Background: an optimization exercise with open tools, aiming at small area, a short achievable clock period and few clock cycles. Do not read the settings as production practice. Function was checked by simulation only, so behaviour that the tests miss may differ from the original. Power is estimated from default activity; no workload was simulated.

--- flow/design.v ---
module PE(
    input               clk,
    input               clr,
    input      [11:0]   s,
    input      [7:0]    b,
    input      [9:0]    b3,
    output reg [15:0]   acc_lo,
    output reg [7:0]    acc_hi,
    output reg          cy
);
wire pp0_0, pp0_1, pp0_2, pp0_3, pp0_4, pp0_5, pp0_6, pp0_7, pp0_8, pp0_9;
wire pp1_0, pp1_1, pp1_2, pp1_3, pp1_4, pp1_5, pp1_6, pp1_7, pp1_8, pp1_9;
wire pp2_0, pp2_1, pp2_2, pp2_3, pp2_4, pp2_5, pp2_6, pp2_7, pp2_8, pp2_9;
wire pp3_0, pp3_1, pp3_2, pp3_3, pp3_4, pp3_5, pp3_6, pp3_7, pp3_8, pp3_9;
wire s1, c2, s3, c4, s5, c6, s7, c8, s9, c10, s11, c12;
wire s13, c14, s15, c16, s17, c18, s19, c20, s21, c22, s23, c24;
wire s25, c26, s27, c28, s29, c30, s31, c32, s33, c34, s35, c36;
wire s37, c38, s39, c40, s41, c42, s43, c44, s45, c46, s47, c48;
wire s49, c50, s51, c52, s53, c54, s55, c56, s57, c58, s59, c60;
reg p0_0, p0_1, p0_2, p1_2, p0_3, p1_3, p0_4, p1_4, p0_5, p1_5, p0_6, p1_6, p0_7, p1_7, p0_8, p1_8, p0_9, p1_9, p0_10, p1_10, p0_11, p1_11, p0_12, p1_12, p0_13, p1_13, p0_14, p1_14, p0_15;
wire [15:0] q = clr ? 16'd0 : acc_lo;
assign pp0_0 = ((s[0] & b[0]) | (s[2] & b3[0]));
assign pp0_1 = ((s[0] & b[1]) | (s[1] & b[0]) | (s[2] & b3[1]));
assign pp0_2 = ((s[0] & b[2]) | (s[1] & b[1]) | (s[2] & b3[2]));
assign pp0_3 = ((s[0] & b[3]) | (s[1] & b[2]) | (s[2] & b3[3]));
assign pp0_4 = ((s[0] & b[4]) | (s[1] & b[3]) | (s[2] & b3[4]));
assign pp0_5 = ((s[0] & b[5]) | (s[1] & b[4]) | (s[2] & b3[5]));
assign pp0_6 = ((s[0] & b[6]) | (s[1] & b[5]) | (s[2] & b3[6]));
assign pp0_7 = ((s[0] & b[7]) | (s[1] & b[6]) | (s[2] & b3[7]));
assign pp0_8 = ((s[1] & b[7]) | (s[2] & b3[8]));
assign pp0_9 = ((s[2] & b3[9]));
assign pp1_0 = ((s[3] & b[0]) | (s[5] & b3[0]));
assign pp1_1 = ((s[3] & b[1]) | (s[4] & b[0]) | (s[5] & b3[1]));
assign pp1_2 = ((s[3] & b[2]) | (s[4] & b[1]) | (s[5] & b3[2]));
assign pp1_3 = ((s[3] & b[3]) | (s[4] & b[2]) | (s[5] & b3[3]));
assign pp1_4 = ((s[3] & b[4]) | (s[4] & b[3]) | (s[5] & b3[4]));
assign pp1_5 = ((s[3] & b[5]) | (s[4] & b[4]) | (s[5] & b3[5]));
assign pp1_6 = ((s[3] & b[6]) | (s[4] & b[5]) | (s[5] & b3[6]));
assign pp1_7 = ((s[3] & b[7]) | (s[4] & b[6]) | (s[5] & b3[7]));
assign pp1_8 = ((s[4] & b[7]) | (s[5] & b3[8]));
assign pp1_9 = ((s[5] & b3[9]));
assign pp2_0 = ((s[6] & b[0]) | (s[8] & b3[0]));
assign pp2_1 = ((s[6] & b[1]) | (s[7] & b[0]) | (s[8] & b3[1]));
assign pp2_2 = ((s[6] & b[2]) | (s[7] & b[1]) | (s[8] & b3[2]));
assign pp2_3 = ((s[6] & b[3]) | (s[7] & b[2]) | (s[8] & b3[3]));
assign pp2_4 = ((s[6] & b[4]) | (s[7] & b[3]) | (s[8] & b3[4]));
assign pp2_5 = ((s[6] & b[5]) | (s[7] & b[4]) | (s[8] & b3[5]));
assign pp2_6 = ((s[6] & b[6]) | (s[7] & b[5]) | (s[8] & b3[6]));
assign pp2_7 = ((s[6] & b[7]) | (s[7] & b[6]) | (s[8] & b3[7]));
assign pp2_8 = ((s[7] & b[7]) | (s[8] & b3[8]));
assign pp2_9 = ((s[8] & b3[9]));
assign pp3_0 = ((s[9] & b[0]) | (s[11] & b3[0]));
assign pp3_1 = ((s[9] & b[1]) | (s[10] & b[0]) | (s[11] & b3[1]));
assign pp3_2 = ((s[9] & b[2]) | (s[10] & b[1]) | (s[11] & b3[2]));
assign pp3_3 = ((s[9] & b[3]) | (s[10] & b[2]) | (s[11] & b3[3]));
assign pp3_4 = ((s[9] & b[4]) | (s[10] & b[3]) | (s[11] & b3[4]));
assign pp3_5 = ((s[9] & b[5]) | (s[10] & b[4]) | (s[11] & b3[5]));
assign pp3_6 = ((s[9] & b[6]) | (s[10] & b[5]) | (s[11] & b3[6]));
assign pp3_7 = ((s[9] & b[7]) | (s[10] & b[6]) | (s[11] & b3[7]));
assign pp3_8 = ((s[10] & b[7]) | (s[11] & b3[8]));
assign pp3_9 = ((s[11] & b3[9]));
assign s1 = pp0_6 ^ pp1_4;
assign c2 = pp0_6 & pp1_4;
assign s3 = pp0_7 ^ pp1_5 ^ pp2_3;
assign c4 = (pp0_7 & pp1_5) | (pp0_7 & pp2_3) | (pp1_5 & pp2_3);
assign s5 = pp0_8 ^ pp1_6 ^ pp2_4;
assign c6 = (pp0_8 & pp1_6) | (pp0_8 & pp2_4) | (pp1_6 & pp2_4);
assign s7 = pp0_9 ^ pp1_7 ^ pp2_5;
assign c8 = (pp0_9 & pp1_7) | (pp0_9 & pp2_5) | (pp1_7 & pp2_5);
assign s9 = pp1_8 ^ pp2_6;
assign c10 = pp1_8 & pp2_6;
assign s11 = pp1_9 ^ pp2_7;
assign c12 = pp1_9 & pp2_7;
assign s13 = pp0_4 ^ pp1_2;
assign c14 = pp0_4 & pp1_2;
assign s15 = pp0_5 ^ pp1_3 ^ pp2_1;
assign c16 = (pp0_5 & pp1_3) | (pp0_5 & pp2_1) | (pp1_3 & pp2_1);
assign s17 = s1 ^ pp2_2 ^ pp3_0;
assign c18 = (s1 & pp2_2) | (s1 & pp3_0) | (pp2_2 & pp3_0);
assign s19 = s3 ^ pp3_1 ^ c2;
assign c20 = (s3 & pp3_1) | (s3 & c2) | (pp3_1 & c2);
assign s21 = s5 ^ pp3_2 ^ c4;
assign c22 = (s5 & pp3_2) | (s5 & c4) | (pp3_2 & c4);
assign s23 = s7 ^ pp3_3 ^ c6;
assign c24 = (s7 & pp3_3) | (s7 & c6) | (pp3_3 & c6);
assign s25 = s9 ^ pp3_4 ^ c8;
assign c26 = (s9 & pp3_4) | (s9 & c8) | (pp3_4 & c8);
assign s27 = s11 ^ pp3_5 ^ c10;
assign c28 = (s11 & pp3_5) | (s11 & c10) | (pp3_5 & c10);
assign s29 = pp2_8 ^ pp3_6 ^ c12;
assign c30 = (pp2_8 & pp3_6) | (pp2_8 & c12) | (pp3_6 & c12);
assign s31 = pp2_9 ^ pp3_7;
assign c32 = pp2_9 & pp3_7;
assign s33 = p0_2 ^ p1_2;
assign c34 = p0_2 & p1_2;
assign s35 = p0_3 ^ p1_3 ^ q[3];
assign c36 = (p0_3 & p1_3) | (p0_3 & q[3]) | (p1_3 & q[3]);
assign s37 = p0_4 ^ p1_4 ^ q[4];
assign c38 = (p0_4 & p1_4) | (p0_4 & q[4]) | (p1_4 & q[4]);
assign s39 = p0_5 ^ p1_5 ^ q[5];
assign c40 = (p0_5 & p1_5) | (p0_5 & q[5]) | (p1_5 & q[5]);
assign s41 = p0_6 ^ p1_6 ^ q[6];
assign c42 = (p0_6 & p1_6) | (p0_6 & q[6]) | (p1_6 & q[6]);
assign s43 = p0_7 ^ p1_7 ^ q[7];
assign c44 = (p0_7 & p1_7) | (p0_7 & q[7]) | (p1_7 & q[7]);
assign s45 = p0_8 ^ p1_8 ^ q[8];
assign c46 = (p0_8 & p1_8) | (p0_8 & q[8]) | (p1_8 & q[8]);
assign s47 = p0_9 ^ p1_9 ^ q[9];
assign c48 = (p0_9 & p1_9) | (p0_9 & q[9]) | (p1_9 & q[9]);
assign s49 = p0_10 ^ p1_10 ^ q[10];
assign c50 = (p0_10 & p1_10) | (p0_10 & q[10]) | (p1_10 & q[10]);
assign s51 = p0_11 ^ p1_11 ^ q[11];
assign c52 = (p0_11 & p1_11) | (p0_11 & q[11]) | (p1_11 & q[11]);
assign s53 = p0_12 ^ p1_12 ^ q[12];
assign c54 = (p0_12 & p1_12) | (p0_12 & q[12]) | (p1_12 & q[12]);
assign s55 = p0_13 ^ p1_13 ^ q[13];
assign c56 = (p0_13 & p1_13) | (p0_13 & q[13]) | (p1_13 & q[13]);
assign s57 = p0_14 ^ p1_14 ^ q[14];
assign c58 = (p0_14 & p1_14) | (p0_14 & q[14]) | (p1_14 & q[14]);
assign s59 = p0_15 ^ q[15];
assign c60 = p0_15 & q[15];
wire [16:0] x = {c60, s59, s57, s55, s53, s51, s49, s47, s45, s43, s41, s39, s37, s35, s33, p0_1, p0_0};
wire [16:0] y = {1'b0, c58, c56, c54, c52, c50, c48, c46, c44, c42, c40, c38, c36, c34, q[2], q[1], q[0]};
always @(posedge clk) begin
    p0_0 <= pp0_0;
    p0_1 <= pp0_1;
    p0_2 <= pp0_2;
    p1_2 <= pp1_0;
    p0_3 <= pp0_3;
    p1_3 <= pp1_1;
    p0_4 <= s13;
    p1_4 <= pp2_0;
    p0_5 <= s15;
    p1_5 <= c14;
    p0_6 <= s17;
    p1_6 <= c16;
    p0_7 <= s19;
    p1_7 <= c18;
    p0_8 <= s21;
    p1_8 <= c20;
    p0_9 <= s23;
    p1_9 <= c22;
    p0_10 <= s25;
    p1_10 <= c24;
    p0_11 <= s27;
    p1_11 <= c26;
    p0_12 <= s29;
    p1_12 <= c28;
    p0_13 <= s31;
    p1_13 <= c30;
    p0_14 <= pp3_8;
    p1_14 <= c32;
    p0_15 <= pp3_9;
    {cy, acc_lo} <= x + y;
    acc_hi <= clr ? 8'd0 : acc_hi + cy;
end
endmodule
module TPU(
    clk,
    rst_n,
    in_valid,
    K,
    M,
    N,
    busy,
    A_wr_en,
    A_index,
    A_data_in,
    A_data_out,
    B_wr_en,
    B_index,
    B_data_in,
    B_data_out,
    C_wr_en,
    C_index,
    C_data_in,
    C_data_out
);
input               clk;
input               rst_n;
input               in_valid;
input [7:0]         K;
input [7:0]         M;
input [7:0]         N;
output reg          busy;
output              A_wr_en;
output [15:0]       A_index;
output [31:0]       A_data_in;
input  [31:0]       A_data_out;
output              B_wr_en;
output [15:0]       B_index;
output [31:0]       B_data_in;
input  [31:0]       B_data_out;
output reg          C_wr_en;
output [15:0]       C_index;
output [127:0]      C_data_in;
input  [127:0]      C_data_out;
assign A_wr_en   = 1'b0;
assign B_wr_en   = 1'b0;
assign A_data_in = 32'd0;
assign B_data_in = 32'd0;
reg [7:0]   k_r, m_r, n_r;
wire [7:0]  km1   = k_r - 8'd1;
wire [7:0]  mm1   = m_r - 8'd1;
wire [5:0]  mgm1  = mm1[7:2];    
wire [1:0]  mlast = mm1[1:0];    
wire [7:0]  nm1   = n_r - 8'd1;
reg         setup;       
reg         iss;         
reg         first;       
reg [1:0]   stall;       
reg [7:0]   kdown;       
reg [5:0]   gdown;       
reg [5:0]   hdown;       
reg [13:0]  a_idx, b_idx, b_base;
assign A_index = {2'b00, a_idx};
assign B_index = {2'b00, b_idx};
wire        v      = iss & (stall == 2'd0);
wire        k_last = (kdown == 8'd0);
wire        g_last = (gdown == 6'd0);
wire        h_last = (hdown == 6'd0);
wire [1:0]  rows_m1 = g_last ? mlast : 2'd3;
reg [11:0]  a_op [0:3];      
reg [7:0]   b_op [0:3];
reg [9:0]   b3_op [0:3];     
reg         f1, l1, j1;
reg [1:0]   r1;
reg         f2, l2, j2;
reg [1:0]   r2;
reg         rd_act, rd_job_last;
reg [1:0]   rd_row, rd_left;
reg         wr_job_last;
reg [13:0]  c_idx;
reg [95:0]  wr_data;
assign C_index = {2'b00, c_idx};
always @(posedge clk) begin
    if (in_valid) begin
        k_r <= K;
        m_r <= M;
        n_r <= N;
    end
    if (setup) begin
        kdown  <= km1;
        gdown  <= mgm1;
        hdown  <= nm1[7:2];
        a_idx  <= 14'd0;
        b_idx  <= 14'd0;
        b_base <= 14'd0;
    end else if (v) begin
        if (!k_last) begin
            kdown <= kdown - 8'd1;
            a_idx <= a_idx + 14'd1;
            b_idx <= b_idx + 14'd1;
        end else begin
            kdown <= km1;
            if (!g_last) begin
                gdown <= gdown - 6'd1;
                a_idx <= a_idx + 14'd1;
                b_idx <= b_base;
            end else if (!h_last) begin
                gdown  <= mgm1;
                hdown  <= hdown - 6'd1;
                a_idx  <= 14'd0;
                b_idx  <= b_idx + 14'd1;
                b_base <= b_idx + 14'd1;
            end
        end
    end
    if (setup)
        c_idx <= 14'd0;
    else if (C_wr_en)
        c_idx <= c_idx + 14'd1;
    f2 <= f1;
end
always @(posedge clk or negedge rst_n) begin
    if (!rst_n) begin
        busy    <= 1'b0;
        setup   <= 1'b0;
        iss     <= 1'b0;
        first   <= 1'b0;
        stall   <= 2'd0;
        f1      <= 1'b0;
        l1      <= 1'b0;
        j1      <= 1'b0;
        r1      <= 2'd0;
        l2      <= 1'b0;
        j2      <= 1'b0;
        r2      <= 2'd0;
        rd_act  <= 1'b0;
        rd_job_last <= 1'b0;
        rd_row  <= 2'd0;
        rd_left <= 2'd0;
        C_wr_en <= 1'b0;
        wr_job_last <= 1'b0;
    end else begin
        if (in_valid)
            busy <= 1'b1;
        setup <= in_valid;
        if (setup) begin
            iss   <= 1'b1;
            first <= 1'b1;
            stall <= 2'd0;
        end else if (iss) begin
            if (stall != 2'd0) begin
                stall <= stall - 2'd1;
            end else begin
                first <= 1'b0;
                if (k_last) begin
                    first <= 1'b1;
                    stall <= rows_m1;
                    if (g_last && h_last) begin
                        iss   <= 1'b0;
                        stall <= 2'd0;
                    end
                end
            end
        end
        f1 <= v & first;
        l1 <= v & k_last;
        j1 <= v & k_last & g_last & h_last;
        r1 <= rows_m1;
        l2 <= l1;
        j2 <= j1;
        r2 <= r1;
        if (l2) begin
            rd_act      <= 1'b1;
            rd_row      <= 2'd0;
            rd_left     <= r2;
            rd_job_last <= j2;
        end else if (rd_act && rd_left != 2'd0) begin
            rd_row  <= rd_row + 2'd1;
            rd_left <= rd_left - 2'd1;
        end else begin
            rd_act  <= 1'b0;
        end
        C_wr_en     <= rd_act;
        wr_job_last <= rd_act & (rd_left == 2'd0) & rd_job_last;
        if (C_wr_en && wr_job_last)
            busy <= 1'b0;
    end
end
integer i, d;
always @(posedge clk) begin
    for (i = 0; i < 4; i = i + 1) begin
        for (d = 0; d < 4; d = d + 1) begin
            a_op[i][3*d]   <= v & (A_data_out[24-8*i+2*d +: 2] == 2'd1);
            a_op[i][3*d+1] <= v & (A_data_out[24-8*i+2*d +: 2] == 2'd2);
            a_op[i][3*d+2] <= v & (A_data_out[24-8*i+2*d +: 2] == 2'd3);
        end
        b_op[i]  <= B_data_out[31-8*i -: 8];
        b3_op[i] <= {2'b00, B_data_out[31-8*i -: 8]} + {1'b0, B_data_out[31-8*i -: 8], 1'b0};
    end
end
wire [15:0] acc_lo [0:15];
wire [7:0]  acc_hi [0:15];
wire        cy     [0:15];
genvar r, c;
generate
    for (r = 0; r < 4; r = r + 1) begin : row
        for (c = 0; c < 4; c = c + 1) begin : col
            PE pe(
                .clk(clk),
                .clr(f2),
                .s(a_op[r]),
                .b(b_op[c]),
                .b3(b3_op[c]),
                .acc_lo(acc_lo[4*r+c]),
                .acc_hi(acc_hi[4*r+c]),
                .cy(cy[4*r+c])
            );
        end
    end
endgenerate
integer l;
always @(posedge clk) begin
    for (l = 0; l < 4; l = l + 1)
        wr_data[95-24*l -: 24] <= {acc_hi[{rd_row, 2'b00} + l] + cy[{rd_row, 2'b00} + l],
                                   acc_lo[{rd_row, 2'b00} + l]};
end
assign C_data_in = {8'd0, wr_data[95:72], 8'd0, wr_data[71:48],
                    8'd0, wr_data[47:24], 8'd0, wr_data[23:0]};
endmodule
--- flow/run.sh ---
#!/bin/bash
# synth_recipe.tcl (not shown) runs the flow's synth.tcl, then flattens the netlist and writes it again
# the make line also repeats each setting of config.mk as NAME=value (left out here)
make -C /OpenROAD-flow-scripts/flow DESIGN_CONFIG=/design/flow/config.mk WORK_HOME=/design/flow/orfs CLKGATE_MAP_FILE= SYNTH_SCRIPT=/design/flow/synth_recipe.tcl finish
--- flow/config.mk ---
export PLATFORM = sky130hd
export DESIGN_NAME = TPU
export DESIGN_NICKNAME = TPU
export VERILOG_FILES = /design/flow/design.v
export SDC_FILE = /design/flow/constraint.sdc
export NUM_CORES = 4
export LEC_CHECK = 0
export CAP_MARGIN = 20
export CORE_MARGIN = 2
export CORE_UTILIZATION = 40
export SLEW_MARGIN = 20
--- flow/constraint.sdc ---
create_clock -name core_clock -period 10.0 [get_ports {clk}]
set_input_delay 2.0000 -clock core_clock [delete_from_list [all_inputs] [get_ports {clk}]]
set_output_delay 2.0000 -clock core_clock [all_outputs]
set_load 0.01 [all_outputs]
==> results of run 1 <==
placed cells by master (no fill, tap or decap), drive strengths merged, types with 55 or more instances in the layout:
master,Yosys,routed
and3,62,62
clkdlybuf4s50,0,229
ha,461,461
nand3,168,168
fa,388,388
nor2b,200,200
o21ai,140,140
a22o,64,64
nand2,207,207
a222oi,473,473
dfxtp,1133,1133
nor2,381,381
nor3,65,65
xor2,150,150
conb,1,104
a22oi,131,131
inv,1294,1301
buf,158,119
and2,55,55
a21oi,266,266
o21a,55,55
clkbuf,390,203
xnor2,255,255
a21o,90,90
nand2b,231,231
cell type report:
cell class | instances | area, um^2 | area share [%]
multi-input cells | 4292 | 36600 | 47.6
flip-flops and latches | 1200 | 24600 | 32.0
inverters | 1295 | 4860 | 6.32
clock buffers | 203 | 4190 | 5.45
repair buffers | 348 | 3200 | 4.16
well taps | 2218 | 2780 | 3.61
clock inverters | 47 | 661 | 0.860
diodes | 10 | 25.0 | 0.0326
worst max-delay path, stage by stage, from the launching register on:
cell and delay, ns:
dfxtp_4 0.35, buf_12 0.49, buf_4 0.66, nand2b_1 0.21
fa_1 0.41, inv_1 0.07, ha_1 0.27, nor3_1 0.26
nor3_1 0.10, a21boi_0 0.53, a21oi_1 0.22, a311o_1 0.42
a21oi_1 0.19, xnor2_1 0.13
per-layer routing:
metal,routed length (um),GRT usage [%],up-vias
li1,-,-,24400
met1,84600,30.1,25900
met2,99600,40.0,2652
met3,23300,6.51,504
met4,8600,10.1,28
met5,249,0.417,-
cell families after synthesis:
| kind of cell | after synthesis | synth area share (%) |
|---|---|---|
| adders and majority gates | 849 | 19.9 |
| buffers and inverters | 1843 | 10.8 |
| other | 1 | 0.00552 |
| AOI/OAI and AO/OA | 1449 | 16.7 |
| xor gates and xnor gates | 405 | 5.22 |
| DFF | 1200 | 36.2 |
| muxes | 23 | 0.342 |
| and+or+nand+nor | 1462 | 11.0 |
per-stage QoR:
stage / power [mW] / worst slack, ns / utilization [%] / cells / hold slack, ns
floorplan: 13.5 / 6.51 / - / 7335 / 0.324
global placement: 16.0 / 5.48 / 42.6 / 9352 / 0.328
detailed placement: 16.2 / 5.46 / 42.6 / 9353 / 0.334
CTS: 21.7 / 5.48 / 45.4 / 9603 / 0.347
global route: 23.2 / 5.17 / 45.4 / 9604 / 0.355
finish: 21.7 / 5.50 / 45.5 / 9613 / 0.343
registers in the layout, summed over array words and instances (netlist names), 28 cells and up:
| register | cells |
|---|---|
| row.col.pe.acc_lo | 256 |
| a_op | 48 |
| wr_data | 96 |
| b3_op | 40 |
| b_op | 28 |
| row.col.pe.acc_hi | 128 |
report_power, final:
part	leakage (nW)	internal (mW)	switching, mW
Combinational	23.8	3.96	5.47
Sequential	10.1	6.11	0.741
Clock	2.40	3.29	2.13
worst paths after layout:
check                      slack (ns)  depth (start not counted)    startpoint                                   to
setup / recovery                 5.50                         13    f2$_DFF_P_  row[2].col[3].pe.acc_lo[15]$_DFF_P_
hold / removal                   0.34                          0  f1$_DFF_PN0_                           f2$_DFF_P_
setup reg to reg                 5.50                         13    f2$_DFF_P_  row[2].col[3].pe.acc_lo[15]$_DFF_P_
hold reg to reg                  0.34                          0  f1$_DFF_PN0_                           f2$_DFF_P_
max in group asynchronous        8.15                          2         rst_n                      setup$_DFF_PN0_
min in group asynchronous        1.59                          2         rst_n                rd_row[0]$_DFFE_PN0P_
==> impl_metrics.toml, run 1 <==
[detailed_routing]
drc_errors = 0
drt_wl_total_um = 216000
viasPerCell = 5.57
wl_per_cell_um = 22.5
dr_total_vias = 53600
ant_nets = 0
dr.pass1.iters = 15
drtIter0Drc = 7409

[sta]
hold_violations = 0
slew_headroom_pct = 21.3
clock-skew-final_ns = 0.0278
post-route-period-util_pct = 45.0
fmax_ghz = 0.222
fin_crit_ns = 4.50
rsz0062_at_grt = "false"
worst_slew_pin_slew_ns = 1.18
slew_violations = 0
setup_viol = 0
tns_ns = 0

[critical_path]
worst_setup_path_end_kind = "register"
cp_data_required_time_ns = 10.72
crit_type = "reg -> reg"
cp-start-kind = "register"
path_max_fanout = 176
cp.arrival_ns = 5.21

[yosys]
syn_area_um2 = 68000
yosys.area.top_type_share_pct = 33.4
post_synth_most_frequent_cells = "1294 x inv_1, 1133 x dfxtp_1, 473 x a222oi_1, 461 x ha_1, 390 x clkbuf_1"
synthFlopType = "dfxtp_1"
yosys-top-cells-area = "dfxtp_1 33%, fa_1 11%, ha_1 8.5%"
ys_ff_latch = 1200
yosysTopAreaCell = "dfxtp_1"
synth_edf_count = 44
yosysMostFrequentCell = "inv_1"
yosys_warnings = 8
ys_async_sr_fraction_pct = 1.92
synth_cell_types = 76
yosysSeqAreaShare_pct = 36.2
synth.avg_cell_area_um2 = 9.40
syn_inst = 7232

[clock_tree]
postCtsSetupBuffers = 0
cts_resized = 0
cts-hold-fix-buffers = 0
cts_tree = "yes"
h-tree-depth = 4
clkLatencyLatePin_ns = 0.79
cts.path.max_buffers = 3
clock-root-buffer = "clkbuf_16"
clkTransAtPathRegs_ns = 0.06
cts_buffers = 140
cts_num_sinks = 1200

[global_routing]
overflow = 0
track_usage_pct = 24.3
grt_max_degree = 177
grt_pass1_vias = 53300
antenna_found_initial = 25
grt_pass1_wl_um = 323000

[place]
placed_cell_area_um2 = 72000
place.gp.congestion = 0.915
port_buffers = 230
hpwl_um = 146000

[pwr]
p_leak_nw = 36.3
ir_drop_mv = 0.188
p_per_area_nw_per_um2 = 282

[final_layout]
nNetsFinal = 8345
drive_gt1_share_pct = 5.12
fillCellCount = 15900
areaGrowthSynthToFinish_pct = 13.1
final_area_um2 = 76900

[floorplan]
pin_count = 463
die_y_um = 416
coreArea_um2 = 169000
initial_core_util_pct = 40.2
dieArea_um2 = 173000
rows = 151
die_w_um = 416

[job]
cap_violations = 0

[hold_path]
hold_path.class = "reg -> reg"

[run_status]
status = "timing/DRC/antenna clean"
Testbench counts, summed over its fixed seeds: cycles 424,122.
==> run 2: changes to the inputs <==
==> flow/flow/run.sh (new file) <==
#!/bin/bash
# Layout: the standard flow (standard.sh, unchanged synthesis), with the
# timing repair aimed at a shorter period than the 10 ns constraint, so that
# the layout's achieved period is pushed down. The make output goes to
# standard.log; ORFS keeps each step's own log under orfs/logs/.
set -euo pipefail
cd "$(dirname "${BASH_SOURCE[0]}")/.."
bash standard.sh SETUP_SLACK_MARGIN=6.5 finish > standard.log 2>&1
==> flow/standard.sh (new file) <==
#!/bin/bash
# synth_recipe.tcl (not shown) runs the flow's synth.tcl, then flattens the netlist and writes it again
# the make line also repeats each setting of config.mk as NAME=value (left out here)
make -C /OpenROAD-flow-scripts/flow DESIGN_CONFIG=/design/flow/config.mk WORK_HOME=/design/flow/orfs CLKGATE_MAP_FILE= SYNTH_SCRIPT=/design/flow/synth_recipe.tcl "${@:-finish}"
removed: flow/run.sh
==> impl_metrics.toml, run 2 <==
[clock_tree]
clkLatencyLatePin_ns = 0.79
cts_tree = "yes"
cts-hold-fix-buffers = 0
clkTransAtPathRegs_ns = 0.06
cts_buffers = 140
cts.path.max_buffers = 3
clock-root-buffer = "clkbuf_16"
h-tree-depth = 4
cts_num_sinks = 1200

[yosys]
yosys_warnings = 8
synth.avg_cell_area_um2 = 9.40
synth_cell_types = 76
ys_ff_latch = 1200
ys_async_sr_fraction_pct = 1.92
synth_edf_count = 44
syn_inst = 7232
post_synth_most_frequent_cells = "1294 x inv_1, 1133 x dfxtp_1, 473 x a222oi_1, 461 x ha_1, 390 x clkbuf_1"
yosysMostFrequentCell = "inv_1"
synthFlopType = "dfxtp_1"
yosysSeqAreaShare_pct = 36.2
syn_area_um2 = 68000
yosysTopAreaCell = "dfxtp_1"
yosys-top-cells-area = "dfxtp_1 33%, fa_1 11%, ha_1 8.5%"
yosys.area.top_type_share_pct = 33.4

[run_status]
status = "timing/DRC/antenna clean"

[sta]
fin_crit_ns = 3.56
setup_viol = 0
hold_violations = 0
worst_slew_pin_slew_ns = 1.19
hold_ws_ns = 0.343
fmax_ghz = 0.281
slew_violations = 0
rsz0062_at_grt = "true"
post-route-period-util_pct = 35.6
slew_headroom_pct = 20.3
tns_ns = 0
clock-skew-final_ns = 0.0293

[floorplan]
dieArea_um2 = 173000
pin_count = 463
die_w_um = 416
coreArea_um2 = 169000
die_y_um = 416
initial_core_util_pct = 40.2
rows = 151

[job]
cap_violations = 0

[global_routing]
grt_pass1_vias = 53700
antenna_found_initial = 25
track_usage_pct = 25.0
grt_pass1_wl_um = 329000
overflow = 0
grt_max_degree = 100

[final_layout]
largest_reg_flops = 256
final_area_um2 = 77800
instances_no_fill = 9645
drive_gt1_share_pct = 7.05
areaGrowthSynthToFinish_pct = 14.4
layout_commonest_cell = "inv_1"
nNetsFinal = 8379
most-common-layout-cells = "1294 x inv_1, 1103 x dfxtp_1, 473 x a222oi_1, 449 x ha_1, 387 x fa_1"

[place]
dp_cells = 9353
place.gp.congestion = 0.915
hpwl_um = 146000
placed_cell_area_um2 = 72000
port_buffers = 230

[hold_path]
hold_path.class = "reg -> reg"
hold-path-endpoint = "f2$_DFF_P_"
hold_start = "f1$_DFF_PN0_"
hold_path_depth = 0

[detailed_routing]
drc_errors = 0
drtIter0Drc = 7687
viasPerCell = 5.61
dr_total_vias = 54100
drt_wl_total_um = 224000
wl_per_cell_um = 23.2
dr.pass1.iters = 14
ant_nets = 0

[critical_path]
rrSetupSlack_ns = 6.44
worst_setup_path_end_kind = "register"
crit_path_cell_trace = "buf_4 -> buf_16 -> nand2b_4 -> fa_1 -> inv_1 -> ha_4 -> o21a_1 -> nor2b_1 -> o41a_1 -> o311ai_4 -> or4b_4 -> o311ai_2"
cp_data_required_time_ns = 10.68
cp_slowest_cell = "or4b_4"
rr_endpoint = "row[3].col[2].pe.cy$_DFF_P_"
path_max_fanout = 13
crit_type = "reg -> reg"
reg2reg_depth = 12
rr_startpoint = "f2$_DFF_P_"
cp-start-kind = "register"
cp.arrival_ns = 4.24
max_stage_delay_ns = 0.51

[pwr]
netSwitchingFraction_pct = 38.9
ir_drop_mv = 0.184
p_total_mw = 22.0
clkPwrFrac_pct = 24.7
combinationalPowerShare_pct = 44.2
seqPwrFrac_pct = 31.1
p_int_mw = 13.5
p_leak_nw = 37.1
switchingPower_mw = 8.57
p_per_area_nw_per_um2 = 283
[run 2: cell counts after synthesis]
No cell type changed its count.
[run 2: how the worst max path moves through the flow]
stage                                     endpoint  depth (start not counted)  slack, ns       start
2_1_floorplan  row[0].col[0].pe.acc_lo[15]$_DFF_P_                         14       6.51  f2$_DFF_P_
3_3_place_gp   row[2].col[3].pe.acc_lo[15]$_DFF_P_                         13       5.48  f2$_DFF_P_
3_5_place_dp   row[2].col[3].pe.acc_lo[15]$_DFF_P_                         13       5.46  f2$_DFF_P_
4_1_cts        row[3].col[3].pe.acc_lo[15]$_DFF_P_                         14       6.46  f2$_DFF_P_
5_1_grt        row[3].col[2].pe.acc_lo[15]$_DFF_P_                         13       6.39  f2$_DFF_P_
6_report               row[3].col[2].pe.cy$_DFF_P_                         12       6.44  f2$_DFF_P_
[run 2: power groups by stage]
stage	clock network (mW)	logic, mW	registers [mW]
after CTS	5.51	9.39	6.83
after global placement	0	9.06	6.92
after floorplan	0	6.82	6.64
final	5.43	9.74	6.85
after detailed placement	0	9.30	6.93
after global routing	5.71	10.8	6.95
[run 2: per-layer routing]
layer  vias up  share of wire (%)  global-route usage, %
met5         -              0.087                  0.111
met2      2715                 46                   40.9
met4        28                4.7                   11.1
met3       565                 11                   6.75
met1     26300                 39                   30.7
li1      24500                  -                      -
[run 2: final cells by class]
cell class	count	area (um^2)
Clock buffer	203	4190
Sequential cell	1200	24600
Clock inverter	47	661
Multi-Input combinational cell	4292	37000
Tap cell	2218	2780
Inverter	1295	4860
Antenna cell	8	20.0
Fill cell	15900	91300
Timing Repair Buffer	382	3660
[run 2: cells by family after synthesis]
group | after synthesis | share of synthesized area (%)
compound gates | 1449 | 16.7
xor+xnor | 405 | 5.22
fa+ha+maj | 849 | 19.9
buf+inv | 1843 | 10.8
flops | 1200 | 36.2
mux | 23 | 0.342
other cells | 1 | 0.00552
simple gates | 1462 | 11.0
[run 2: stage by stage]
stage	worst slack [ns]	util (%)
after global routing	6.39	46.0
after floorplan	6.51	-
after detailed placement	5.46	42.6
after CTS	6.46	45.7
after global placement	5.48	42.6
final	6.44	46.0
[run 2: what timing repair did]
action / CTS / global route
pin swaps: 5 / 16
gates cloned: 8 / 2
setup buffers: 9 / 14
resized for setup: 255 / 93
endpoints found under the setup margin: 270 / 71
[run 2: critical path, delay by kind of cell, from the launching register on]
| kind | cells | cell delay, ns |
|---|---|---|
| AO/OA/AOI/OAI | 4 | 1.02 |
| adder cells (fa/ha/maj) | 2 | 0.62 |
| buffers and inverters | 3 | 0.48 |
| flip-flops | 1 | 0.49 |
| AND/OR/NAND/NOR | 3 | 0.83 |
==> run 3: changes to the inputs <==
--- a/flow/design.v
+++ b/flow/design.v
@@ -19,5 +19,5 @@
 wire s49, c50, s51, c52, s53, c54, s55, c56, s57, c58, s59, c60;
 reg p0_0, p0_1, p0_2, p1_2, p0_3, p1_3, p0_4, p1_4, p0_5, p1_5, p0_6, p1_6, p0_7, p1_7, p0_8, p1_8, p0_9, p1_9, p0_10, p1_10, p0_11, p1_11, p0_12, p1_12, p0_13, p1_13, p0_14, p1_14, p0_15;
-wire [15:0] q = clr ? 16'd0 : acc_lo;
+wire [15:0] q = acc_lo;
 assign pp0_0 = ((s[0] & b[0]) | (s[2] & b3[0]));
 assign pp0_1 = ((s[0] & b[1]) | (s[1] & b[0]) | (s[2] & b3[1]));
@@ -152,5 +152,5 @@
     p1_14 <= c32;
     p0_15 <= pp3_9;
-    {cy, acc_lo} <= x + y;
+    {cy, acc_lo} <= clr ? 17'd0 : x + y;
     acc_hi <= clr ? 8'd0 : acc_hi + cy;
 end
@@ -208,6 +208,5 @@
 reg         setup;       
 reg         iss;         
-reg         first;       
-reg [1:0]   stall;       
+reg [2:0]   stall;       
 reg [7:0]   kdown;       
 reg [5:0]   gdown;       
@@ -216,5 +215,6 @@
 assign A_index = {2'b00, a_idx};
 assign B_index = {2'b00, b_idx};
-wire        v      = iss & (stall == 2'd0);
+wire        v      = iss & (stall == 3'd0);
+wire        cm     = setup | (iss & (stall == 3'd1));
 wire        k_last = (kdown == 8'd0);
 wire        g_last = (gdown == 6'd0);
@@ -224,7 +224,7 @@
 reg [7:0]   b_op [0:3];
 reg [9:0]   b3_op [0:3];     
-reg         f1, l1, j1;
+reg         c1, l1, j1;
 reg [1:0]   r1;
-reg         f2, l2, j2;
+reg         c2, l2, j2;
 reg [1:0]   r2;
 reg         rd_act, rd_job_last;
@@ -271,5 +271,5 @@
     else if (C_wr_en)
         c_idx <= c_idx + 14'd1;
-    f2 <= f1;
+    c2 <= c1;
 end
 always @(posedge clk or negedge rst_n) begin
@@ -278,7 +278,6 @@
         setup   <= 1'b0;
         iss     <= 1'b0;
-        first   <= 1'b0;
-        stall   <= 2'd0;
-        f1      <= 1'b0;
+        stall   <= 3'd0;
+        c1      <= 1'b0;
         l1      <= 1'b0;
         j1      <= 1'b0;
@@ -299,22 +298,19 @@
         if (setup) begin
             iss   <= 1'b1;
-            first <= 1'b1;
-            stall <= 2'd0;
+            stall <= 3'd0;
         end else if (iss) begin
-            if (stall != 2'd0) begin
-                stall <= stall - 2'd1;
+            if (stall != 3'd0) begin
+                stall <= stall - 3'd1;
             end else begin
-                first <= 1'b0;
                 if (k_last) begin
-                    first <= 1'b1;
-                    stall <= rows_m1;
+                    stall <= {1'b0, rows_m1} + 3'd1;
                     if (g_last && h_last) begin
                         iss   <= 1'b0;
-                        stall <= 2'd0;
+                        stall <= 3'd0;
                     end
                 end
             end
         end
-        f1 <= v & first;
+        c1 <= cm;
         l1 <= v & k_last;
         j1 <= v & k_last & g_last & h_last;
@@ -361,5 +357,5 @@
             PE pe(
                 .clk(clk),
-                .clr(f2),
+                .clr(c2),
                 .s(a_op[r]),
                 .b(b_op[c]),
==> impl_metrics.toml, run 3 <==
[sta]
rsz0062_at_grt = "false"
slew_violations = 0
setup_viol = 0
clock-skew-final_ns = 0.0343
setup_ws_ns = 6.56
worst_slew_pin_slew_ns = 1.20
fin_crit_ns = 3.44
slew_headroom_pct = 19.5
tns_ns = 0
fmax_ghz = 0.291
hold_violations = 0
post-route-period-util_pct = 34.4

[pwr]
seqPwrFrac_pct = 30.9
ir_drop_mv = 0.196
netSwitchingFraction_pct = 40.7
combinationalPowerShare_pct = 45.1
clkPwrFrac_pct = 24.0
switchingPower_mw = 9.23
p_int_mw = 13.4
p_per_area_nw_per_um2 = 310
p_leak_nw = 34.1

[critical_path]
crit_family = "flip-flops"
critPathBufInv = 1
reg2reg_depth = 7
crit_type = "reg -> out"
crit_path_cell_trace = "dlygate4sd2_1"
cp-start-kind = "register"
rrSetupSlack_ns = 6.64
cp_data_required_time_ns = 8.00
max_stage_delay_ns = 0.37
cp.arrival_ns = 1.44
rr_endpoint = "row[3].col[2].pe.cy$_SDFF_PP0_"
cp_slowest_cell = "dfxtp_1"
worst_setup_path_end_kind = "output port"
rr_startpoint = "row[3].col[2].pe.acc_lo[12]$_SDFF_PP0_"
path_max_fanout = 1

[final_layout]
drive_gt1_share_pct = 6.72
fin_util_pct = 45.7
nNetsFinal = 7489
most-common-layout-cells = "1097 x dfxtp_1, 545 x nor2_1, 510 x inv_1, 473 x a222oi_1, 461 x ha_1"
layout_commonest_cell = "dfxtp_1"
instances_no_fill = 8696
areaGrowthSynthToFinish_pct = 13.6
largest_reg_flops = 256

[floorplan]
initial_core_util_pct = 40.2
pin_count = 463
rows = 147
dieArea_um2 = 164000
die_y_um = 405
die_w_um = 405
coreArea_um2 = 160000

[place]
dp_cells = 8433
place.gp.congestion = 0.884
pre_cts_ws_ns = 5.74
port_buffers = 230
hpwl_um = 134000

[clock_tree]
cts_num_sinks = 1200
clock-root-buffer = "clkbuf_16"
cts_buffers = 139
cts.path.max_buffers = 3
clkTransAtPathRegs_ns = 0.06
cts-hold-fix-buffers = 0
clkLatencyLatePin_ns = 0.79
h-tree-depth = 4
cts_tree = "yes"

[detailed_routing]
ant_nets = 0
drtIter0Drc = 6801
dr_total_vias = 50800
dr.pass1.iters = 12
viasPerCell = 5.84
drt_wl_total_um = 207000
drc_errors = 0
wl_per_cell_um = 23.9

[global_routing]
grt_pass1_vias = 51600
grt_pass1_wl_um = 309000
grt_max_degree = 182
antenna_found_initial = 31
track_usage_pct = 24.8
overflow = 0

[yosys]
synthFlopType = "dfxtp_1"
syn_inst = 6381
yosys-top-cells-area = "dfxtp_1 35%, fa_1 12%, ha_1 9.0%"
yosysMostFrequentCell = "dfxtp_1"
yosys_warnings = 8
yosysTopAreaCell = "dfxtp_1"
syn_area_um2 = 64400
post_synth_most_frequent_cells = "1133 x dfxtp_1, 554 x nor2_1, 510 x inv_1, 473 x a222oi_1, 465 x ha_1"
synth.avg_cell_area_um2 = 10.1
synth_edf_count = 44
ys_async_sr_fraction_pct = 1.92
ys_ff_latch = 1200
yosys.area.top_type_share_pct = 35.2
yosysSeqAreaShare_pct = 38.2
synth_cell_types = 75

[hold_path]
hold-path-endpoint = "l2$_DFF_PN0_"
hold_start = "l1$_DFF_PN0_"
hold_path.class = "reg -> reg"
hold_path_depth = 0

[run_status]
status = "timing/DRC/antenna clean"

[job]
cap_violations = 0
[run 3: cell count changes in the layout (fill, tap and decap cells not counted), moves of 41 or more]
cell      previous run  this run
nor2b_1            200       159
xor2_1             148       220
xnor2_1            255       177
inv_1             1294       510
nand2b_1           230        31
nor2_1             373       545
a21oi_1            245       198
[run 3: what timing repair did]
item / 4_1_cts / 5_1_grt
resized for setup: 205 / 23
setup endpoints to repair: 155 / 30
pin swaps: 0 / 1
setup buffers: 2 / 1
[run 3: metrics by stage]
step | power, mW | hold WS, ns | area, um^2
CTS | 22.6 | 0.348 | 73100
finish | 22.7 | 0.347 | 73200
global placement | 16.9 | 0.333 | 68300
floorplan | 14.1 | 0.324 | 64800
global route | 24.3 | 0.362 | 73200
detailed placement | 17.2 | 0.335 | 68300
[run 3: logic make-up after synthesis]
group / share of synthesized area [%]
AND/OR/NAND/NOR: 11.0
AO/OA/AOI/OAI: 17.3
flip-flops: 38.2
buffers and inverters: 6.84
adder cells (fa/ha/maj): 21.1
XOR/XNOR: 5.40
multiplexers: 0.262
other: 0.00582
[run 3: per-layer routing]
metal,part of all wire [%],GRT usage [%],vias up
li1,-,-,22700
met1,38,29.8,25000
met2,47,41.3,2463
met3,10,5.97,621
met4,4.9,12.8,44
met5,0.14,0,-
[run 3: how the worst max path moves through the flow]
stage / start / end / slack, ns / depth (start not counted)
6_report: wr_data[26]$_DFF_P_ / C_data_in[34] / 6.56 / 1
2_1_floorplan: B_data_out[25] / b3_op[0][8]$_DFF_P_ / 6.64 / 8
5_1_grt: a_idx[12]$_SDFFE_PP0P_ / A_index[12] / 6.50 / 1
3_3_place_gp: B_data_out[0] / b3_op[3][7]$_DFF_P_ / 5.73 / 10
3_5_place_dp: B_data_out[0] / b3_op[3][7]$_DFF_P_ / 5.74 / 10
4_1_cts: C_wr_en$_DFF_PN0_ / C_wr_en / 6.23 / 1
[run 3: power by group through the flow]
stage | clock network [mW] | logic [mW] | registers, mW
final | 5.43 | 10.2 | 7.02
after global routing | 5.73 | 11.4 | 7.15
after CTS | 5.52 | 10.1 | 7.01
after detailed placement | 0 | 10.1 | 7.11
after global placement | 0 | 9.80 | 7.08
after floorplan | 0 | 7.33 | 6.81
[run 3: final cells by class]
type | instances | area [um^2]
Clock inverter | 60 | 876
Fill cell | 15000 | 87000
Tap cell | 2160 | 2700
Clock buffer | 197 | 4020
Antenna cell | 3 | 7.51
Sequential cell | 1200 | 24600
Inverter | 511 | 1920
Timing Repair Buffer | 346 | 3100
Multi-Input combinational cell | 4219 | 35900
Testbench counts of run 3, summed over its fixed seeds: cycles 431,998.
==> run 4: changes to the inputs <==
--- a/flow/config.mk
+++ b/flow/config.mk
@@ -8,4 +8,5 @@
 export CAP_MARGIN = 20
 export CORE_MARGIN = 2
-export CORE_UTILIZATION = 40
+export CORE_UTILIZATION = 60
+export PLACE_DENSITY = 0.72
 export SLEW_MARGIN = 20
==> impl_metrics.toml, run 4 <==
[run_status]
status = "timing/DRC/antenna clean"

[critical_path]
cp-start-kind = "register"
cp_data_required_time_ns = 8.00
max_stage_delay_ns = 0.42
path_depth = 1
cp.arrival_ns = 1.49
reg2reg_depth = 11
crit_path_cell_trace = "dlygate4sd2_1"
rrSetupSlack_ns = 6.62
crit_family = "flip-flops"
worst_setup_path_end_kind = "output port"
cp_slowest_cell = "dfxtp_1"
path_max_fanout = 1
crit_type = "reg -> out"
critPathBufInv = 1

[yosys]
yosysMostFrequentCell = "dfxtp_1"
post_synth_most_frequent_cells = "1133 x dfxtp_1, 554 x nor2_1, 510 x inv_1, 473 x a222oi_1, 465 x ha_1"
syn_area_um2 = 64400
yosys-top-cells-area = "dfxtp_1 35%, fa_1 12%, ha_1 9.0%"
synth.avg_cell_area_um2 = 10.1
yosysSeqAreaShare_pct = 38.2
synthFlopType = "dfxtp_1"
ys_async_sr_fraction_pct = 1.92
yosysTopAreaCell = "dfxtp_1"
yosys_warnings = 8
yosys.area.top_type_share_pct = 35.2
synth_edf_count = 44
ys_ff_latch = 1200
synth_cell_types = 75
syn_inst = 6381

[sta]
clock-skew-final_ns = 0.0287
fmax_ghz = 0.286
rsz0062_at_grt = "false"
post-route-period-util_pct = 34.9
hold_ws_ns = 0.340
slew_violations = 0
fin_crit_ns = 3.49
hold_violations = 0
tns_ns = 0
worst_slew_pin_slew_ns = 1.21
slew_headroom_pct = 19.1
setup_viol = 0

[clock_tree]
cts-hold-fix-buffers = 0
clkTransAtPathRegs_ns = 0.06
cts.path.max_buffers = 3
clock-root-buffer = "clkbuf_16"
clkLatencyLatePin_ns = 0.77
h-tree-depth = 4
cts_num_sinks = 1200
cts_tree = "yes"
cts_buffers = 133

[detailed_routing]
dr_total_vias = 51500
drtIter0Drc = 7961
dr.pass1.iters = 14
drt_wl_total_um = 195000
drc_errors = 0
viasPerCell = 6.50
ant_nets = 0
wl_per_cell_um = 24.6

[pwr]
p_per_area_nw_per_um2 = 311
ir_drop_mv = 0.172
p_leak_nw = 34.0

[global_routing]
track_usage_pct = 34.6
grt_pass1_wl_um = 294000
overflow = 0
grt_max_degree = 178
grt_pass1_vias = 51100
antenna_found_initial = 14

[floorplan]
coreArea_um2 = 107000
initial_core_util_pct = 60.4
die_w_um = 332
rows = 120
die_y_um = 332
pin_count = 463
dieArea_um2 = 110000

[place]
placed_cell_area_um2 = 67300
hpwl_um = 124000
dp_cells = 7672
place.gp.congestion = 0.942
port_buffers = 230

[hold_path]
hold_path_depth = 0
hold_path.class = "reg -> reg"

[final_layout]
layout_commonest_cell = "dfxtp_1"
areaGrowthSynthToFinish_pct = 11.4
fillCellCount = 8247
drive_gt1_share_pct = 6.02
most-common-layout-cells = "1109 x dfxtp_1, 550 x nor2_1, 510 x inv_1, 473 x a222oi_1, 461 x ha_1"
final_area_um2 = 71800
nNetsFinal = 7481
largest_reg_flops = 256
instances_no_fill = 7919

[job]
cap_violations = 0
-- run 4: repair_timing --
item,in CTS,in global routing
resized for setup,161,13
buffers inserted,3,1
pin swaps,1,0
setup endpoints to repair,182,16
-- run 4: routing by layer --
layer	vias up	GRT usage, %	part of all wire (%)
li1	22600	-	-
met1	24900	42.6	36
met2	3178	54.9	45
met3	766	8.58	12
met4	18	21.0	6.4
met5	-	0	0.062
-- run 4: worst paths after layout --
path                                  startpoint             endpoint
min reg2reg                         c1$_DFF_PN0_           c2$_DFF_P_
max in group asynchronous                  rst_n    C_wr_en$_DFF_PN0_
max                          wr_data[26]$_DFF_P_        C_data_in[34]
min in group asynchronous                  rst_n      r2[0]$_DFF_PN0_
max reg2reg                rd_row[0]$_DFFE_PN0P_  wr_data[70]$_DFF_P_
min                                 c1$_DFF_PN0_           c2$_DFF_P_
-- run 4: power by group --
group	switching (mW)	total [mW]	leakage [nW]	internal, mW
Combinational	6.15	10.3	21.8	4.12
Clock	2.05	5.03	2.21	2.99
Sequential	0.912	7.00	10.0	6.09
Total	9.10	22.3	34.0	13.2
-- run 4: area by class of cell --
class                   instances  area, um^2  area share [%]
clock buffers                 195        3960            5.52
multi-input cells            4219       35900            50.0
flip-flops and latches       1200       24600            34.3
inverters                     511        1920            2.68
clock inverters                44         523           0.729
well taps                    1403        1760            2.45
diodes                          3        7.51          0.0105
repair buffers                344        3070            4.28
-- run 4: cell families (layout without fill, tap and decap cells) --
kind of cell | after synthesis | in the layout | share of synthesized area [%]
mux | 16 | 16 | 0.262
other cells | 1 | 107 | 0.00582
compound gates | 1413 | 1413 | 17.3
fa+ha+maj | 853 | 853 | 21.1
xor+xnor | 397 | 397 | 5.40
buf+inv | 1065 | 1094 | 6.84
simple gates | 1436 | 1436 | 11.0
flops | 1200 | 1200 | 38.2
-- run 4: metrics by stage --
stage / setup slack, ns / total power [mW] / utilization, %
2_1_floorplan: 6.64 / 14.1 / -
3_3_place_gp: 5.81 / 16.7 / 63.0
3_5_place_dp: 5.76 / 17.1 / 63.1
4_1_cts: 6.32 / 22.1 / 67.2
5_1_grt: 6.50 / 23.7 / 67.2
6_report: 6.51 / 22.3 / 67.2
==> run 5: changes to the inputs <==
--- a/flow/flow/run.sh
+++ b/flow/flow/run.sh
@@ -6,3 +6,3 @@
 set -euo pipefail
 cd "$(dirname "${BASH_SOURCE[0]}")/.."
-bash standard.sh SETUP_SLACK_MARGIN=6.5 finish > standard.log 2>&1
+bash standard.sh SETUP_SLACK_MARGIN=7.0 finish > standard.log 2>&1
--- a/flow/config.mk
+++ b/flow/config.mk
@@ -9,4 +9,6 @@
 export CORE_MARGIN = 2
 export CORE_UTILIZATION = 60
+export CTS_CLUSTER_DIAMETER = 90
+export CTS_CLUSTER_SIZE = 22
 export PLACE_DENSITY = 0.72
 export SLEW_MARGIN = 20
==> impl_metrics.toml, run 5 <==
[global_routing]
overflow = 0
antenna_found_initial = 16
grt_max_degree = 169
grt_pass1_vias = 51000
grt_pass1_wl_um = 293000
track_usage_pct = 34.4

[clock_tree]
clkTransAtPathRegs_ns = 0.09
clkLatencyLatePin_ns = 0.75
cts_tree = "yes"
h-tree-depth = 2
cts.path.max_buffers = 3
cts_buffers = 61
cts_num_sinks = 1200
clock-root-buffer = "clkbuf_16"

[critical_path]
cp.arrival_ns = 1.29
cp-start-kind = "register"
crit_family = "flip-flops"
cp_data_required_time_ns = 8.00
max_stage_delay_ns = 0.43
cp_slowest_cell = "dfrtp_2"
critPathBufInv = 1
crit_path_cell_trace = "buf_6"
crit_type = "reg -> out"
worst_setup_path_end_kind = "output port"
path_max_fanout = 2

[final_layout]
nNetsFinal = 7467
drive_gt1_share_pct = 9.49
areaGrowthSynthToFinish_pct = 8.90
most-common-layout-cells = "1031 x dfxtp_1, 550 x nor2_1, 506 x inv_1, 473 x a222oi_1, 446 x ha_1"
largest_reg_flops = 256
layout_commonest_cell = "dfxtp_1"

[sta]
setup_ws_ns = 6.71
clock-skew-final_ns = 0.0224
fin_crit_ns = 3.29
rsz0062_at_grt = "true"
post-route-period-util_pct = 32.9
tns_ns = 0
worst_slew_pin_slew_ns = 1.34
fmax_ghz = 0.304
setup_viol = 0
hold_violations = 0
slew_violations = 0
slew_headroom_pct = 10.2

[job]
cap_violations = 0

[pwr]
ir_drop_mv = 0.185
p_per_area_nw_per_um2 = 289
p_leak_nw = 32.9

[floorplan]
dieArea_um2 = 110000
pin_count = 463
die_w_um = 332
die_y_um = 332
rows = 120
initial_core_util_pct = 60.4
coreArea_um2 = 107000

[detailed_routing]
ant_nets = 0
viasPerCell = 6.54
dr_total_vias = 51100
drc_errors = 0
drtIter0Drc = 7486
wl_per_cell_um = 24.9
dr.pass1.iters = 13
drt_wl_total_um = 195000

[place]
port_buffers = 230
hpwl_um = 125000
pre_cts_ws_ns = 5.80
place.gp.congestion = 0.938

[yosys]
syn_area_um2 = 64400
synthFlopType = "dfxtp_1"
synth.avg_cell_area_um2 = 10.1
syn_inst = 6381
synth_cell_types = 75
post_synth_most_frequent_cells = "1133 x dfxtp_1, 554 x nor2_1, 510 x inv_1, 473 x a222oi_1, 465 x ha_1"
yosysMostFrequentCell = "dfxtp_1"
yosysSeqAreaShare_pct = 38.2
yosys.area.top_type_share_pct = 35.2
yosys_warnings = 8
yosysTopAreaCell = "dfxtp_1"
synth_edf_count = 44
ys_async_sr_fraction_pct = 1.92
ys_ff_latch = 1200
yosys-top-cells-area = "dfxtp_1 35%, fa_1 12%, ha_1 9.0%"

[hold_path]
hold_path.class = "reg -> reg"

[run_status]
status = "timing/DRC/antenna clean"
## run 5: power by group
part | switching [mW] | total, mW | internal, mW
combinational | 6.12 | 10.4 | 4.23
sequential | 1.01 | 7.10 | 6.09
clock | 1.62 | 2.81 | 1.19
total | 8.75 | 20.3 | 11.5
## run 5: path summary, 6_finish.rpt
path	startpoint	slack, ns	endpoint	cells after the start
setup / recovery	C_wr_en$_DFF_PN0_	6.71	C_wr_en	1
max in group asynchronous	rst_n	8.38	rd_row[0]$_DFFE_PN0P_	1
setup reg to reg	row[1].col[2].pe.acc_lo[3]$_SDFF_PP0_	7.02	row[1].col[2].pe.cy$_SDFF_PP0_	8
hold / removal	l1$_DFF_PN0_	0.35	l2$_DFF_PN0_	0
hold reg to reg	l1$_DFF_PN0_	0.35	l2$_DFF_PN0_	0
min in group asynchronous	rst_n	1.23	busy$_DFFE_PN0P_	1
## run 5: logic make-up (layout without fill, tap and decap cells)
group | after synthesis | after routing | share of synthesized area (%)
compound gates | 1413 | 1413 | 17.3
xor+xnor | 397 | 397 | 5.40
fa+ha+maj | 853 | 853 | 21.1
buf+inv | 1065 | 991 | 6.84
flops | 1200 | 1200 | 38.2
mux | 16 | 16 | 0.262
other cells | 1 | 110 | 0.00582
simple gates | 1436 | 1436 | 11.0
## run 5: final cells by class
type,count,area [um^2]
Multi-Input combinational cell,4219,36400
Inverter,511,1920
Antenna cell,6,15.0
Fill cell,8392,36600
Timing Repair Buffer,402,3600
Clock inverter,7,97.6
Clock buffer,71,1620
Tap cell,1403,1760
Sequential cell,1200,24800
## run 5: per-stage QoR
stage / power (mW) / cells / cell area, um^2 / hold slack, ns / util, %
2_1_floorplan: 14.1 / 6484 / 64900 / 0.324 / -
6_report: 20.3 / 7819 / 70200 / 0.351 / 65.7
3_5_place_dp: 17.0 / 7665 / 67400 / 0.338 / 63.1
5_1_grt: 21.6 / 7813 / 70100 / 0.366 / 65.7
4_1_cts: 19.9 / 7794 / 69500 / 0.357 / 65.1
3_3_place_gp: 16.6 / 7665 / 67400 / 0.326 / 63.1
## run 5: layer usage
layer,vias up,share of wire [%],track usage (%)
li1,22500,-,-
met1,24900,37,42.6
met2,3023,45,55.5
met3,689,12,7.79
met4,20,6.2,19.6
met5,-,0.065,0
## run 5: repair_timing
action / 4_1_cts / 5_1_grt
pin swaps: 10 / 24
setup endpoints to repair: 225 / 195
gates resized for setup: 777 / 129
gates cloned: 1 / 1
hold buffers: 0 / 0
buffers inserted: 50 / 18
==> run 6: changes to the inputs <==
--- a/flow/config.mk
+++ b/flow/config.mk
@@ -13,2 +13,3 @@
 export PLACE_DENSITY = 0.72
 export SLEW_MARGIN = 20
+export TNS_END_PERCENT = 50
==> impl_metrics.toml, run 6 <==
[detailed_routing]
drtIter0Drc = 8410
drt_wl_total_um = 197000
dr.pass1.iters = 15
wl_per_cell_um = 25.2
viasPerCell = 6.55
dr_total_vias = 51300
drc_errors = 0
ant_nets = 0

[pwr]
ir_drop_mv = 0.173
p_total_mw = 20.4
p_leak_nw = 32.9
p_per_area_nw_per_um2 = 291

[place]
pre_cts_ws_ns = 5.82
hpwl_um = 126000
port_buffers = 230
dp_cells = 7680
placed_cell_area_um2 = 67500
place.gp.congestion = 0.936

[sta]
setup_ws_ns = 6.78
fmax_ghz = 0.310
slew_headroom_pct = 13.7
rsz0062_at_grt = "true"
tns_ns = 0
fin_crit_ns = 3.22
setup_viol = 0
hold_ws_ns = 0.355
hold_violations = 0
worst_slew_pin_slew_ns = 1.29
slew_violations = 0
clock-skew-final_ns = 0.0309
post-route-period-util_pct = 32.2

[hold_path]
hold-path-endpoint = "j2$_DFF_PN0_"
hold_path_depth = 0
hold_path.class = "reg -> reg"
hold_start = "j1$_DFF_PN0_"

[critical_path]
rrSetupSlack_ns = 6.98
rr_endpoint = "row[2].col[2].pe.acc_lo[14]$_SDFF_PP0_"
cp-start-kind = "register"
critPathBufInv = 1
reg2reg_depth = 9
cp_slowest_cell = "dfrtp_2"
crit_family = "flip-flops"
cp.arrival_ns = 1.22
path_depth = 1
crit_type = "reg -> out"
rr_startpoint = "row[2].col[2].pe.acc_lo[4]$_SDFF_PP0_"
path_max_fanout = 2
crit_path_cell_trace = "buf_6"
max_stage_delay_ns = 0.43
worst_setup_path_end_kind = "output port"
cp_data_required_time_ns = 8.00

[final_layout]
largest_reg_flops = 256
layout_commonest_cell = "dfxtp_1"
final_area_um2 = 70100
fillCellCount = 8515
most-common-layout-cells = "1055 x dfxtp_1, 550 x nor2_1, 506 x inv_1, 473 x a222oi_1, 448 x ha_1"
nNetsFinal = 7474
fin_util_pct = 65.6
instances_no_fill = 7825
areaGrowthSynthToFinish_pct = 8.74
drive_gt1_share_pct = 8.97

[yosys]
synth_cell_types = 75
yosys-top-cells-area = "dfxtp_1 35%, fa_1 12%, ha_1 9.0%"
yosysSeqAreaShare_pct = 38.2
post_synth_most_frequent_cells = "1133 x dfxtp_1, 554 x nor2_1, 510 x inv_1, 473 x a222oi_1, 465 x ha_1"
syn_area_um2 = 64400
yosysMostFrequentCell = "dfxtp_1"
synthFlopType = "dfxtp_1"
syn_inst = 6381
yosys_warnings = 8
ys_ff_latch = 1200
synth_edf_count = 44
synth.avg_cell_area_um2 = 10.1
yosysTopAreaCell = "dfxtp_1"
yosys.area.top_type_share_pct = 35.2
ys_async_sr_fraction_pct = 1.92

[run_status]
status = "timing/DRC/antenna clean"

[floorplan]
rows = 120
initial_core_util_pct = 60.4
coreArea_um2 = 107000
die_y_um = 332
pin_count = 463
dieArea_um2 = 110000
die_w_um = 332

[clock_tree]
clkLatencyLatePin_ns = 0.69
h-tree-depth = 3
clock-root-buffer = "clkbuf_16"
clkTransAtPathRegs_ns = 0.09
cts_tree = "yes"
cts-hold-fix-buffers = 0
cts_num_sinks = 1200
cts_buffers = 66
cts.path.max_buffers = 3

[global_routing]
overflow = 0
grt_max_degree = 155
grt_pass1_vias = 51200
grt_pass1_wl_um = 295000
antenna_found_initial = 15
track_usage_pct = 34.6

[job]
cap_violations = 0
## run 6: what timing repair did
item,in CTS,in global routing
buffers inserted,43,13
pin swaps,2,9
resized for setup,738,108
gates cloned,0,1
setup endpoints to repair,289,305
## run 6: worst max path at each step
stage                                 start                   to
after global routing      C_wr_en$_DFF_PN0_              C_wr_en
after floorplan              B_data_out[25]  b3_op[0][8]$_DFF_P_
after CTS                 C_wr_en$_DFF_PN0_              C_wr_en
after detailed placement      B_data_out[3]  b3_op[3][8]$_DFF_P_
after global placement        B_data_out[1]  b3_op[3][9]$_DFF_P_
final                     C_wr_en$_DFF_PN0_              C_wr_en
## run 6: cells by family after synthesis
logic type / share of synthesized area, %
AOI/OAI and AO/OA: 17.3
xor gates and xnor gates: 5.40
adders and majority gates: 21.1
buffers and inverters: 6.84
DFF: 38.2
muxes: 0.262
other: 0.00582
and+or+nand+nor: 11.0
## run 6: layer usage
| metal | global-route usage [%] | vias up | part of all wire, % |
|---|---|---|---|
| met5 | 0 | - | 0.047 |
| li1 | - | 22500 | - |
| met1 | 43.0 | 24800 | 36 |
| met4 | 21.3 | 14 | 6.8 |
| met2 | 54.7 | 3187 | 45 |
| met3 | 8.18 | 756 | 12 |
## run 6: report_power, final
group,switching [mW],internal (mW)
clock network,1.66,1.31
registers,0.900,6.09
logic,6.24,4.19
## run 6: worst reg2reg max path: stages, from the launching register on
cell and delay, ns:
dfxtp_1 0.36, fa_1 0.50, ha_1 0.35, o21ai_0 0.13
o21bai_1 0.23, a31oi_1 0.15, o21ai_0 0.48, a21oi_1 0.19
a21oi_1 0.19, mux2_2 0.35
## run 6: final cells by class
cell class	count	area, um^2	area share (%)
Inverter	511	1920	2.74
Antenna cell	1	2.50	0.00357
Multi-Input combinational cell	4219	36300	51.8
Sequential cell	1200	24700	35.3
Clock buffer	81	1830	2.62
Tap cell	1403	1760	2.51
Timing Repair Buffer	404	3480	4.97
Clock inverter	6	70.1	0.100
==> run 7: changes to the inputs <==
--- a/flow/config.mk
+++ b/flow/config.mk
@@ -8,8 +8,8 @@
 export CAP_MARGIN = 20
 export CORE_MARGIN = 2
-export CORE_UTILIZATION = 60
+export CORE_UTILIZATION = 70
 export CTS_CLUSTER_DIAMETER = 90
 export CTS_CLUSTER_SIZE = 22
-export PLACE_DENSITY = 0.72
+export PLACE_DENSITY = 0.8
 export SLEW_MARGIN = 20
 export TNS_END_PERCENT = 50
==> impl_metrics.toml, run 7 <==
[final_layout]
nNetsFinal = 7466
fillCellCount = 6255
layout_commonest_cell = "dfxtp_1"
most-common-layout-cells = "1052 x dfxtp_1, 546 x nor2_1, 506 x inv_1, 473 x a222oi_1, 447 x ha_1"
largest_reg_flops = 256
drive_gt1_share_pct = 8.82
areaGrowthSynthToFinish_pct = 7.89

[critical_path]
cp-endpoint = "C_wr_en"
crit_path_cell_trace = "buf_6"
cp-start-kind = "register"
cp.arrival_ns = 1.29
cp_data_required_time_ns = 8.00
rrSetupSlack_ns = 6.91
worst_setup_path_end_kind = "output port"
rr_endpoint = "row[0].col[2].pe.acc_lo[13]$_SDFF_PP0_"
reg2reg_depth = 9
cp_slowest_cell = "dfrtp_2"
critPathLaunch = "C_wr_en$_DFF_PN0_"
rr_startpoint = "row[0].col[2].pe.acc_lo[4]$_SDFF_PP0_"
crit_family = "flip-flops"
max_stage_delay_ns = 0.44
path_max_fanout = 2
path_depth = 1
crit_type = "reg -> out"
critPathBufInv = 1

[yosys]
synth.area.mux_share_pct = 0.262
ys_ff_latch = 1200
post_synth_most_frequent_cells = "1133 x dfxtp_1, 554 x nor2_1, 510 x inv_1, 473 x a222oi_1, 465 x ha_1"
synth_compound_gate_area_share_pct = 17.3
synthXorXnorAreaFrac_pct = 5.40
synth_fa_ha_area_share_pct = 21.1
synth_edf_count = 44
synth_top_family_by_area = "adder cells"
ys_async_sr_fraction_pct = 1.92
yosysSeqAreaShare_pct = 38.2
syn_area_um2 = 64400
synth_cell_types = 75
yosysMostFrequentCell = "dfxtp_1"
yosys.area.top_type_share_pct = 35.2
synthFlopType = "dfxtp_1"
yosysTopAreaCell = "dfxtp_1"
yosys-top-cells-area = "dfxtp_1 35%, fa_1 12%, ha_1 9.0%"
synthSimpleGateAreaFrac_pct = 11.0
synth.avg_cell_area_um2 = 10.1
yosys_warnings = 8
syn_inst = 6381

[floorplan]
coreArea_um2 = 91400
pin_count = 463
rows = 111
die_w_um = 307
die_y_um = 307
dieArea_um2 = 94500
initial_core_util_pct = 70.5

[place]
pre_cts_ws_ns = 5.90
hpwl_um = 124000
port_buffers = 230
place.gp.congestion = 0.924

[global_routing]
overflow = 0
grt_pass1_wl_um = 290000
antenna_found_initial = 10
grt_pass1_vias = 51700
grt_max_degree = 170
track_usage_pct = 39.9

[clock_tree]
clock-root-buffer = "clkbuf_16"
cts.path.max_buffers = 3
cts-hold-fix-buffers = 0
clkLatencyLatePin_ns = 0.73
cts_tree = "yes"
cts_buffers = 60
cts_num_sinks = 1200
h-tree-depth = 2
clkTransAtPathRegs_ns = 0.09

[pwr]
netSwitchingFraction_pct = 43.3
ir_drop_mv = 0.172
p_leak_nw = 32.8
switchingPower_mw = 8.71
clkPwrFrac_pct = 13.4
combinationalPowerShare_pct = 51.5
p_per_area_nw_per_um2 = 289
p_int_mw = 11.4
seqPwrFrac_pct = 35.1

[detailed_routing]
drt_wl_total_um = 194000
drc_errors = 0
drtIter0Drc = 8374
viasPerCell = 6.77
wl_per_cell_um = 25.5
dr.pass1.iters = 15
ant_nets = 0
dr_total_vias = 51400

[sta]
fmax_ghz = 0.304
rsz0062_at_grt = "true"
tns_ns = 0
slew_violations = 0
worst_slew_pin_slew_ns = 1.24
fin_crit_ns = 3.29
setup_ws_ns = 6.71
setup_viol = 0
hold_violations = 0
clock-skew-final_ns = 0.0206
post-route-period-util_pct = 32.9
slew_headroom_pct = 17.0

[run_status]
status = "timing/DRC/antenna clean"

[hold_path]
hold_path.class = "reg -> reg"

[job]
cap_violations = 0
run 7: cell count changes in the layout (fill, tap and decap cells not counted), sizes merged:
cell / change
buf: -4
bufinv: +1
clkbuf: -19
clkdlybuf4s50: +1
clkinv: -1
dlymetal6s2s: +5
inv: -1
run 7: power groups by stage:
stage | clock (mW) | combinational (mW) | sequential (mW)
4_1_cts | 2.70 | 9.94 | 7.02
3_3_place_gp | 0 | 9.50 | 7.08
2_1_floorplan | 0 | 7.34 | 6.81
6_report | 2.70 | 10.4 | 7.05
3_5_place_dp | 0 | 9.93 | 7.13
5_1_grt | 2.87 | 11.4 | 7.17
run 7: layout make-up:
type                            count  area (um^2)  area share [%]
Sequential cell                  1200        24700            35.6
Clock buffer                       66         1550            2.22
Antenna cell                        1         2.50         0.00360
Multi-Input combinational cell   4219        36300            52.2
Clock inverter                      5         57.6          0.0828
Tap cell                         1186         1480            2.13
Timing Repair Buffer              402         3490            5.02
Inverter                          511         1920            2.76
run 7: how the worst min path moves through the flow:
stage                          from               to  depth (start not counted)
detailed placement     c1$_DFF_PN0_       c2$_DFF_P_                          0
global route        r1[0]$_DFF_PN0_  r2[0]$_DFF_PN0_                          0
CTS                    c1$_DFF_PN0_       c2$_DFF_P_                          0
global placement       c1$_DFF_PN0_       c2$_DFF_P_                          0
floorplan              c1$_DFF_PN0_       c2$_DFF_P_                          0
finish                 c1$_DFF_PN0_       c2$_DFF_P_                          0
run 7: routing by layer:
layer  global-route usage (%)  up-vias  share of wire, %
met1                     48.0    24600                34
li1                         -    22500                 -
met5                        0        -             0.072
met3                     10.7      791                14
met2                     64.3     3396                45
met4                     24.2       14               6.7
run 7: kinds of logic after synthesis:
| family | Yosys count |
|---|---|
| simple gates | 1436 |
| compound gates | 1413 |
| flops | 1200 |
| buf+inv | 1065 |
| fa+ha+maj | 853 |
| xor+xnor | 397 |
| mux | 16 |
| other cells | 1 |
run 7: metrics by stage:
step	utilization [%]	cell area [um^2]	hold WS, ns	instances	power (mW)
floorplan	-	64900	0.324	6484	14.1
global placement	73.4	67100	0.327	7449	16.6
global route	76.1	69500	0.363	7589	21.4
CTS	75.5	69000	0.347	7561	19.7
finish	76.1	69500	0.346	7590	20.1
detailed placement	73.4	67100	0.327	7449	17.1
run 7: timing repair:
| item | CTS | global route |
|---|---|---|
| pin swaps | 0 | 11 |
| setup endpoints to repair | 236 | 276 |
| gates resized for setup | 672 | 140 |
| gates cloned | 0 | 2 |
| buffers inserted | 41 | 26 |

-- re-timing with driven ports --
Ports are ideal in the flow. The routed layouts listed here were re-timed in OpenROAD. Step 1 sets driving cells, clkbuf_16 on the clock port and buf_2 on the other inputs (assumed; they add their load-dependent delay and slew). Step 2, shift: input delay + t, output delay - t, t = (earliest + latest rising clock arrival at the registers) / 2. This alone moves slack from input paths to output paths. a / b / c = ideal ports / drivers / drivers and shift; a / b = the first two.
run | shift t [ns] | setup WS [ns]
run 1 | 0.863 | 5.503 / 5.503 / 5.503
run 2 | 0.858 | 6.437 / 6.437 / 5.678
run 3 | 0.856 | 6.561 / 6.477 / 5.733
run 4 | 0.822 | 6.509 / 6.438 / 5.752
run 5 | 0.810 | 6.710 / 6.633 / 6.181
run 6 | 0.749 | 6.777 / 6.704 / 6.227
run 7 | 0.795 | 6.706 / 6.630 / 6.239
After both steps setup and hold are still met in every run listed.
